Source: an optimization exercise on an open RTL-to-GDS flow (aim: small area). Production flows keep margins and buffers that such runs may drop.
Function was checked by simulation only, so behaviour that the tests miss may differ from the original.

[design/flow/design.v]
`timescale 1ns / 1ps
module DOWN_CNT #(
  parameter MODULO = 10,
  parameter INIT_VAL = MODULO - 1,
  parameter BITS_NUM = $clog2(MODULO < INIT_VAL ? INIT_VAL : MODULO)
) (
  input CLK,
  input CLR,
  input CE,
  output reg [BITS_NUM-1:0] Q,
  output CEO
);
  always @(posedge CLK or posedge CLR) begin
    if (CLR)
      Q <= INIT_VAL;
    else begin
      if (CE) begin
        if ((|Q))
          Q <= Q - 1;
        else
          Q <= MODULO - 1;
      end
    end
  end
  assign CEO = CE & (~|Q);
endmodule
`timescale 1ns / 1ps
module SWITCH_DEBOUNCER #(
  parameter BITS_NUM = 4,
  parameter REPEAT_PRESC_CNT_MODULO = 100,
  parameter REPEAT_START_DELAY = REPEAT_PRESC_CNT_MODULO - 1
) (
  input CLK, 
  input CLR, 
  input CE,
  input REP_CE,
  input S_IN, 
  output KEY_EN, 
  output KEY_UP
);
  reg [BITS_NUM-1:0] P_OUT;
  wire repeat_presc_cnt_ceo;
  wire key_up_loc;
  wire key_up_repeat;
  localparam REP_BITS_NUM = $clog2(REPEAT_PRESC_CNT_MODULO < REPEAT_START_DELAY ? REPEAT_START_DELAY : REPEAT_PRESC_CNT_MODULO);
  reg [REP_BITS_NUM-1:0] repeat_presc_cnt_q;
  always @(posedge CLK or posedge CLR) begin
    if (CLR)
      repeat_presc_cnt_q <= REPEAT_START_DELAY;
    else begin
      if (key_up_loc)
        repeat_presc_cnt_q <= REPEAT_START_DELAY;  
      else if (REP_CE) begin
        if (|repeat_presc_cnt_q)
          repeat_presc_cnt_q <= repeat_presc_cnt_q - 1;
        else
          repeat_presc_cnt_q <= REPEAT_PRESC_CNT_MODULO - 1;
      end
    end
  end
  assign repeat_presc_cnt_ceo = REP_CE & (~|repeat_presc_cnt_q);
  always @(posedge CLK or posedge CLR) begin
    if (CLR)
      P_OUT <= {BITS_NUM{1'b0}};
    else begin
      if (CE)
        P_OUT <= {P_OUT[BITS_NUM-2:0], S_IN};  
    end
  end
  assign key_up_loc = ((&P_OUT[BITS_NUM-2:0]) & ~P_OUT[BITS_NUM-1] & CE); 
  assign key_up_repeat = ((&P_OUT[BITS_NUM-1:0]) & repeat_presc_cnt_ceo);
  assign KEY_UP = (key_up_loc | key_up_repeat);
  assign KEY_EN = (&P_OUT[BITS_NUM-1:0]);
endmodule
`timescale 1ns / 1ps
module DEC_TO_BCD #(
  parameter IN_BITS_NUM = 4,
  parameter OUT_DECADES = 1,
  parameter OUT_BITS_NUM = OUT_DECADES * 4
) (
  input CLK,
  input CLR, 
  input CE,
  input [IN_BITS_NUM-1:0] IN,
  output reg [OUT_BITS_NUM:0] Q
);
  always @(posedge CLK or posedge CLR) begin
    if (CLR)
      Q <= {OUT_BITS_NUM{1'b0}};
    else begin
      if (CE) begin
        if (OUT_DECADES > 0)
          Q[3:0] <= (IN % 4'd10);
        if (OUT_DECADES > 1)
          Q[7:4] <= ((IN / 4'd10) % 4'd10);
        if (OUT_DECADES > 2)
          Q[11:8] <= ((IN / 7'd100) % 4'd10);
        if (OUT_DECADES > 3)
          Q[15:12] <= ((IN / 10'd1000) % 4'd10);
        if (OUT_DECADES > 4)
          Q[19:16] <= ((IN / 14'd10000) % 4'd10);
        if (OUT_DECADES > 5)
          Q[23:20] <= ((IN / 17'd100000) % 4'd10);
        if (OUT_DECADES > 6)
          Q[27:24] <= ((IN / 20'd1000000) % 4'd10);
        if (OUT_DECADES > 7)
          Q[31:28] <= ((IN / 24'd10000000) % 4'd10);
      end
    end
  end
endmodule
`timescale 1ns / 1ps
module RING_CNT #(
  parameter BITS_NUM = 8,
  parameter ACT_STATE = 1'b1
) (
  input CLK,
  input CLR,
  input CE,
  output reg [BITS_NUM-1:0] Q
);    
  always @(posedge CLK or posedge CLR) begin
    if (CLR)
      Q <= {BITS_NUM{~ACT_STATE}};
    else begin
      if (CE) begin
        if (ACT_STATE)
          Q <= {Q[BITS_NUM-2:0], ~|Q[BITS_NUM-2:0]};  
        else
          Q <= {Q[BITS_NUM-2:0], ~&Q[BITS_NUM-2:0]};  
      end
    end
  end
endmodule
`timescale 1ns / 1ps
module HEX_TO_7SEG(
  input [3:0] IN, 
  input DP, 
  output reg [7:0] Q
);
  always @(IN or DP) begin
    case(IN)
      4'h0: Q = {DP, 7'b1000000};
      4'h1: Q = {DP, 7'b1111001};
      4'h2: Q = {DP, 7'b0100100};
      4'h3: Q = {DP, 7'b0110000};
      4'h4: Q = {DP, 7'b0011001};
      4'h5: Q = {DP, 7'b0010010};
      4'h6: Q = {DP, 7'b0000010};
      4'h7: Q = {DP, 7'b1111000};
      4'h8: Q = {DP, 7'b0000000};
      4'h9: Q = {DP, 7'b0010000};
      4'hA: Q = {DP, 7'b0001000};
      4'hB: Q = {DP, 7'b0000011};
      4'hC: Q = {DP, 7'b1000110};
      4'hD: Q = {DP, 7'b0100001};
      4'hE: Q = {DP, 7'b0000110};
      4'hF: Q = {DP, 7'b0001110};
      default: Q = 8'b01111111;
    endcase 
  end
endmodule
`timescale 1ns / 1ps
module DISP_7SEG_DRV(
  input CLK, 
  input CLR, 
  input CE, 
  input [7:0] E,
  input [7:0] DP,
  input [31:0] IN, 
  output [7:0] EO,
  output [7:0] Q
);
  wire [7:0] zero_hot_q;
  reg [3:0] data;
  reg a_dp;
  RING_CNT #(
    .BITS_NUM(8),
    .ACT_STATE(0)
  ) zero_hot (
    .CLK(CLK),
    .CLR(CLR),
    .CE(CE),
    .Q(zero_hot_q)
  );
  HEX_TO_7SEG hex_to_7seg(
    .IN(data),
    .DP(a_dp),
    .Q(Q)
  );
  always @(posedge CLK) begin
    case (zero_hot_q)
      8'b11111110 : {a_dp, data} = {~DP[0], IN[3:0]};
      8'b11111101 : {a_dp, data} = {~DP[1], IN[7:4]};
      8'b11111011 : {a_dp, data} = {~DP[2], IN[11:8]};
      8'b11110111 : {a_dp, data} = {~DP[3], IN[15:12]};
      8'b11101111 : {a_dp, data} = {~DP[4], IN[19:16]};
      8'b11011111 : {a_dp, data} = {~DP[5], IN[23:20]};
      8'b10111111 : {a_dp, data} = {~DP[6], IN[27:24]};
      8'b01111111 : {a_dp, data} = {~DP[7], IN[31:28]};
      default: {a_dp, data} = {1'b0, 4'b1111};
    endcase
  end
  assign EO = ~(E & ~zero_hot_q);
endmodule
`timescale 1ns / 1ps
module CNTDOWN_TIMER #(
  parameter MAX_VAL = 100*60,
  parameter BITS_NUM = $clog2(MAX_VAL)
) (
  input CLK,
  input CLR,
  input CE,
  input RUN_CE,
  input BTN_RUN,
  input BTN_MIN_INC,
  input BTN_MIN_DEC,
  input BTN_SEC_INC,
  input BTN_SEC_DEC,
  output reg [BITS_NUM-1:0] Q,
  output reg IS_RUNNING
);
  always @(posedge CLK or posedge CLR) begin
    if (CLR) begin
      Q <= {BITS_NUM{1'b0}};  
      IS_RUNNING <= 1'b0;
    end
    else begin
      if (RUN_CE) begin
        if (IS_RUNNING) begin
          if (|Q)
            Q <= Q - 1;
          else
            IS_RUNNING <= 1'b0;
        end
      end
      if (CE) begin
        if (IS_RUNNING) begin
          if (BTN_RUN)
            IS_RUNNING <= 1'b0;
        end
        else begin
          if (BTN_RUN)
            IS_RUNNING <= 1'b1;
          if (BTN_MIN_INC)
            Q <= (Q + 6'd60) % MAX_VAL;
          if (BTN_MIN_DEC) begin
              if (Q >= 6'd60)
                Q <= (Q - 6'd60);
              else
                Q <= (MAX_VAL - 6'd60 + Q);
          end
          if (BTN_SEC_INC)
            Q <= (Q + 1'd1) % MAX_VAL;
          if (BTN_SEC_DEC) begin
              if (|Q)
                Q <= (Q - 1'd1);
              else
                Q <= MAX_VAL - 1'd1;
          end
        end
      end
    end
  end
endmodule
`timescale 1ns / 1ps
module APP(
  input CLK, 
  input CLR, 
  input CE,
  input BTN_START,
  input BTN_MIN_P,
  input BTN_MIN_M,
  input BTN_SEC_P,
  input BTN_SEC_M,
  output [7:0] E, 
  output [7:0] Q
);
  parameter CNTDOWN_TIMER_MAX_VAL = 60*1000;  
  parameter CNTDOWN_TIMER_BITS_NUM = $clog2(CNTDOWN_TIMER_MAX_VAL);
  parameter BTN_START_DELAY_MS = 1500;  
  parameter BTN_REPEAT_INTVAL_MS = 70;  
  parameter REFRESH_PRESC_MODULO = 10;  
  parameter SEC_PRESC_MODULO = 10000;  
  wire refresh_cnt_ceo;
  wire countdown_timer_presc_cnt_ceo;
  wire [CNTDOWN_TIMER_BITS_NUM-1:0] countdown_timer_secs;
  wire [31:0] disp_data;
  wire btn_start_debouncer_up;
  wire btn_min_inc_debouncer_up;
  wire btn_min_dec_debouncer_up;
  wire btn_sec_inc_debouncer_up;
  wire btn_sec_dec_debouncer_up;
  wire is_running_countdown_timer;
  wire blink;
  assign disp_data[15:8] = 8'h00;
  assign disp_data[31:28] = 4'h0;
  DOWN_CNT #(
    .MODULO(REFRESH_PRESC_MODULO)
  ) refresh_cnt (
    .CLK(CLK),
    .CLR(CLR),
    .CE(CE),
    .CEO(refresh_cnt_ceo)
  );
  DISP_7SEG_DRV disp_7seg_drv (
    .CLK(CLK),
    .CLR(CLR),
    .CE(refresh_cnt_ceo),
    .E((8'b01110011 & {8{CE}})),
    .DP({8{~is_running_countdown_timer & blink}}),
    .IN(disp_data),
    .EO(E),
    .Q(Q)
  );
  DOWN_CNT #(
    .MODULO(SEC_PRESC_MODULO)
  ) countdown_timer_presc_cnt (
    .CLK(CLK),
    .CLR(CLR),
    .CE(CE),
    .CEO(countdown_timer_presc_cnt_ceo)
  );
  DOWN_CNT #(
    .MODULO(2'd2)
  ) blink_cnt (
    .CLK(CLK),
    .CLR(CLR),
    .CE(countdown_timer_presc_cnt_ceo),
    .Q(blink)
  );
  SWITCH_DEBOUNCER #(
    .REPEAT_PRESC_CNT_MODULO(BTN_REPEAT_INTVAL_MS),
    .REPEAT_START_DELAY(BTN_START_DELAY_MS)
  ) btn_start_debouncer (
    .CLK(CLK),
    .CLR(CLR),
    .CE(refresh_cnt_ceo),
    .REP_CE(1'b0),
    .S_IN(BTN_START),
    .KEY_UP(btn_start_debouncer_up)
  );
  SWITCH_DEBOUNCER #(
    .REPEAT_PRESC_CNT_MODULO(BTN_REPEAT_INTVAL_MS),
    .REPEAT_START_DELAY(BTN_START_DELAY_MS)
  ) btn_min_inc_debouncer (
    .CLK(CLK),
    .CLR(CLR),
    .CE(refresh_cnt_ceo),
    .REP_CE(refresh_cnt_ceo),
    .S_IN(BTN_MIN_P),
    .KEY_UP(btn_min_inc_debouncer_up)
  );
  SWITCH_DEBOUNCER #(
    .REPEAT_PRESC_CNT_MODULO(BTN_REPEAT_INTVAL_MS),
    .REPEAT_START_DELAY(BTN_START_DELAY_MS)
  ) btn_min_dec_debouncer (
    .CLK(CLK),
    .CLR(CLR),
    .CE(refresh_cnt_ceo),
    .REP_CE(refresh_cnt_ceo),
    .S_IN(BTN_MIN_M),
    .KEY_UP(btn_min_dec_debouncer_up)
  );
  SWITCH_DEBOUNCER #(
    .REPEAT_PRESC_CNT_MODULO(BTN_REPEAT_INTVAL_MS),
    .REPEAT_START_DELAY(BTN_START_DELAY_MS)
  ) btn_sec_inc_debouncer (
    .CLK(CLK),
    .CLR(CLR),
    .CE(refresh_cnt_ceo),
    .REP_CE(refresh_cnt_ceo),
    .S_IN(BTN_SEC_P),
    .KEY_UP(btn_sec_inc_debouncer_up)
  );
  SWITCH_DEBOUNCER #(
    .REPEAT_PRESC_CNT_MODULO(BTN_REPEAT_INTVAL_MS),
    .REPEAT_START_DELAY(BTN_START_DELAY_MS)
  ) btn_sec_dec_debouncer (
    .CLK(CLK),
    .CLR(CLR),
    .CE(refresh_cnt_ceo),
    .REP_CE(refresh_cnt_ceo),
    .S_IN(BTN_SEC_M),
    .KEY_UP(btn_sec_dec_debouncer_up)
  );
  DEC_TO_BCD #(
    .IN_BITS_NUM(CNTDOWN_TIMER_BITS_NUM),
    .OUT_DECADES(3)
  ) dec_to_bcd_mins (
    .CLK(CLK),
    .CLR(CLR),
    .CE(refresh_cnt_ceo),
    .IN(countdown_timer_secs / 6'd60),
    .Q(disp_data[27:16])
  );
  DEC_TO_BCD #(
    .IN_BITS_NUM(CNTDOWN_TIMER_BITS_NUM),
    .OUT_DECADES(2)
  ) dec_to_bcd_secs (
    .CLK(CLK),
    .CLR(CLR),
    .CE(refresh_cnt_ceo),
    .IN(countdown_timer_secs % 6'd60),
    .Q(disp_data[7:0])
  );
  CNTDOWN_TIMER #(
    .MAX_VAL(CNTDOWN_TIMER_MAX_VAL)
  ) cntdown_timer (
    .CLK(CLK),
    .CLR(CLR),
    .CE(CE),
    .RUN_CE(countdown_timer_presc_cnt_ceo),
    .BTN_RUN(btn_start_debouncer_up),
    .BTN_MIN_INC(btn_min_inc_debouncer_up),
    .BTN_MIN_DEC(btn_min_dec_debouncer_up),
    .BTN_SEC_INC(btn_sec_inc_debouncer_up),
    .BTN_SEC_DEC(btn_sec_dec_debouncer_up),
    .Q(countdown_timer_secs),
    .IS_RUNNING(is_running_countdown_timer)
  );
endmodule
[design/flow/run.sh]
#!/bin/bash
# synth_recipe.tcl (not shown) runs the flow's synth.tcl, then flattens the netlist and writes it again
# the make line also repeats each setting of config.mk as NAME=value (left out here)
make -C /OpenROAD-flow-scripts/flow DESIGN_CONFIG=/design/flow/config.mk WORK_HOME=/design/flow/orfs CLKGATE_MAP_FILE= SYNTH_SCRIPT=/design/flow/synth_recipe.tcl finish
[design/flow/config.mk]
export PLATFORM = sky130hd
export DESIGN_NAME = APP
export DESIGN_NICKNAME = APP
export VERILOG_FILES = /design/flow/design.v
export SDC_FILE = /design/flow/constraint.sdc
export NUM_CORES = 4
export LEC_CHECK = 0
export CAP_MARGIN = 20
export CORE_MARGIN = 2
export CORE_UTILIZATION = 40
export SLEW_MARGIN = 20
[design/flow/constraint.sdc]
create_clock -name core_clock -period 20.0 [get_ports {CLK}]
set_input_delay 4.0000 -clock core_clock [delete_from_list [all_inputs] [get_ports {CLK}]]
set_output_delay 4.0000 -clock core_clock [all_outputs]
set_load 0.01 [all_outputs]
==> impl_metrics.yaml <==
placed_design:
  hpwl_um: 24800
  portBuffers: 20
  gp_congestion: 0.901
final_layout:
  drive_above_1_share: 0.108
  syn_to_final_growth_pct: 8.68
  nets: 1660
  mostFrequentLayoutCell: "nand2_1"
  layout_common_cells: "248 x nand2_1, 157 x nor2_1, 143 x o21ai_0"
  diodes: 0
  utilization: 0.441
synthesis:
  synth_seq_cells: 133
  syn_inst: 1665
  synth_compound_area_frac: 0.296
  ys_seq_area_frac: 0.271
  synthArstFlopShare: 0.962
  synth_mux_area_frac: 0.0158
  synthesis.area_sq_um: 12400
  synth_top_family_by_area: "compound AO/OA/AOI/OAI gates"
  synth_flop_cell: "dfrtp_1"
  netlist-cell-type-count: 115
  yosys_warnings: 12
  synth_edf_count: 0
  syn_area_per_cell_sq_um: 7.46
  yosys.area_share.xor_xnor: 0.0676
  synth_simple_gate_area_share: 0.277
  synth_fa_ha_area_frac: 0.0256
sta:
  tightest_slew_ns: 0.950
  maxSlewHeadroom: 0.363
  fin_skew_ns: 0.0114
  timing.final.crit_share: 0.464
  slew_viol_final: 0
  grt_setup_unrepaired: "no"
  setup_tns_ns: 0
  max_freq_mhz: 108
  setup_viol: 0
  final.min_clock_period_ns: 9.28
  finalHoldViolCount: 0
clocking:
  cts_root_buf: "clkbuf_16"
  cts_resized: 0
  clk-insertion-delay-late_ns: 0.42
  cts_buffer_depth: 2
  cts_buffers: 17
  cts_setup_buffers: 0
  cts_hold_buf: 0
  htree_levels: 4
  clkTransAtPathRegs_ns: 0.06
  tritoncts: "done"
  clock_sinks: 133
worst_setup_path:
  critPathMaxFanout: 24
  cp.required_ns: 20.30
  critPathTopFamily: "compound AO/OA/AOI/OAI gates"
  cp.arrival_ns: 9.58
  cp-end-kind: "register"
  critPathBufInv: 3
  setup.worst_path.start_class: "register"
  crit_top_cell: "nor2_1"
  crit_type: "register to register"
  cp_slowest_cell: "dfrtp_1"
  cpPeakStageDelay_ns: 0.82
worst_hold_path:
  min_path_type: "register to register"
floorplan:
  rows: 64
  die-width_um: 180
  die_h_um: 180
  start_util: 0.406
  core_sq_um: 30600
  dieArea_sq_um: 32500
  ios: 24
global_route:
  overflow: 0
  grt_pass1_wl_um: 58100
  grt_max_degree: 66
  grt_pass1_vias: 11525
  grt_usage: 0.209
  antenna_found_initial: 0
drt:
  first_iter_violations: 1140
  ant_nets: 0
  drc: 0
  num_vias: 12273
  routed_wl_um: 34500
  drtPass1Iterations: 5
  detail_route.vias_per_cell: 6.02
  post_drt_wl_per_cell_um: 16.9
job:
  max_cap_violations: 0
run_status:
  status: "complete, no violations"
-- Yosys cell counts (all sizes together) (7+ instances only) --
cell / number / area share
buf: 16 / 0.0077
a211oi: 25 / 0.017
o211a: 8 / 0.0064
ha: 23 / 0.023
mux2i: 11 / 0.0092
nor2b: 10 / 0.0050
a211o: 9 / 0.0063
o21ai: 155 / 0.064
dfstp: 47 / 0.099
nand2: 251 / 0.076
or4: 7 / 0.0048
nand2b: 30 / 0.015
xor2: 32 / 0.023
nor2: 157 / 0.047
or2: 16 / 0.0081
or3: 17 / 0.0086
a2111oi: 7 / 0.0086
nor4: 24 / 0.014
clkbuf: 84 / 0.025
nand3: 52 / 0.021
o22ai: 15 / 0.0081
a21oi: 113 / 0.047
nand4: 17 / 0.0086
a21o: 15 / 0.0091
nor3b: 10 / 0.0060
inv: 45 / 0.014
a31oi: 23 / 0.012
xnor2: 63 / 0.045
nor3: 67 / 0.029
and2: 18 / 0.0093
o211ai: 28 / 0.018
o221ai: 9 / 0.0063
o31ai: 25 / 0.015
and3: 19 / 0.0097
a22oi: 14 / 0.0089
dfrtp: 81 / 0.16
mux2: 7 / 0.0066
-- per-stage QoR --
step	instance area, sq um	hold WS [ns]	std cells	setup WS, ns
4_1_cts	13500	0.470	2037	10.74
6_report	13500	0.465	2038	10.72
3_5_place_dp	12900	0.462	2005	10.74
2_1_floorplan	12400	0.439	1669	11.57
3_3_place_gp	12900	0.451	2005	10.75
5_1_grt	13500	0.483	2038	9.96
-- tightest hold or removal path, stage by stage (launching register included) --
cell and delay [ns]:
dfstp_2 0.37, o41ai_1 0.05, nand2_1 0.05
-- area by class of cell --
cell class,instances,area [sq um]
Fill cell,3099,17100
Timing Repair Buffer,41,355
Clock buffer,17,425
Sequential cell,133,3360
Clock inverter,15,186
Multi-Input combinational cell,1391,8500
Inverter,45,171
Tap cell,396,495
-- routing by layer --
metal  wire length, um  vias to the layer above  share of wire  global-route usage
li1                  -                     6059              -                   -
met1             16300                     5870           0.47               0.290
met4               410                        0          0.012              0.0500
met3              1500                       34          0.043              0.0214
met2             16200                      310           0.47               0.350
met5                 0                        -              0                   0
-- state kept, by name (all words and copies together) (netlist names) --
register                                  flops
cntdown_timer.Q                              16
countdown_timer_presc_cnt.Q                  14
dec_to_bcd_mins.Q                            12
btn_min_dec_debouncer.repeat_presc_cnt_q     11
btn_min_inc_debouncer.repeat_presc_cnt_q     11
btn_sec_dec_debouncer.repeat_presc_cnt_q     11
btn_sec_inc_debouncer.repeat_presc_cnt_q     11
dec_to_bcd_secs.Q                             8
disp_7seg_drv.zero_hot.Q                      8
btn_min_dec_debouncer.P_OUT                   4
btn_min_inc_debouncer.P_OUT                   4
btn_sec_dec_debouncer.P_OUT                   4
btn_sec_inc_debouncer.P_OUT                   4
btn_start_debouncer.P_OUT                     4
disp_7seg_drv.data                            4
refresh_cnt.Q                                 4
blink_cnt.Q                                   1
cntdown_timer.IS_RUNNING                      1
disp_7seg_drv.a_dp                            1
-- path summary, 6_finish.rpt --
check                                                             from                                     endpoint  slack (ns)  cells past startpoint
max                                                 cntdown_timer.Q[2]                         dec_to_bcd_mins.Q[6]       10.72                     26
min                        btn_min_inc_debouncer.repeat_presc_cnt_q[8]  btn_min_inc_debouncer.repeat_presc_cnt_q[8]        0.46                      2
max reg2reg                                         cntdown_timer.Q[2]                         dec_to_bcd_mins.Q[6]       10.72                     26
min reg2reg                btn_min_inc_debouncer.repeat_presc_cnt_q[8]  btn_min_inc_debouncer.repeat_presc_cnt_q[8]        0.46                      2
max in group asynchronous                                          CLR                         dec_to_bcd_mins.Q[6]       14.54                      3
min in group asynchronous                                          CLR  btn_sec_dec_debouncer.repeat_presc_cnt_q[5]        4.10                      2
-- kinds of logic after synthesis --
group           Yosys count
flops                   133
buf+inv                 145
compound gates          535
simple gates            712
other cells               1
fa+ha+maj                26
mux                      18
xor+xnor                 95

==> static timing again, ports no longer ideal <==
Ports are ideal in the flow. The routed layout listed here was re-timed in OpenROAD. Step 1: set_driving_cell puts a clkbuf_16 on CLK and a buf_2 on each other input, an assumption about the parent block. Step 2 times the ports against the registers' clock, not the clock port: input delays grow and output delays shrink by t, the midpoint of the rising clock arrivals with the driver on. Three values: ideal ports, drivers, drivers and shift; two values: the first two.
t (ns): 0.460
setup slack, ns: 10.724 / 10.688 / 10.688
hold slack, ns: 0.465 / 0.465 / 0.465
worst register clock-pin slew, ns: 0.07 / 0.07
pins driven straight from the clock port: 1
After both steps setup and hold are still met in this run. For this run, drivers alone change the setup slack by -0.036 ns; drivers and shift together by -0.036 ns.
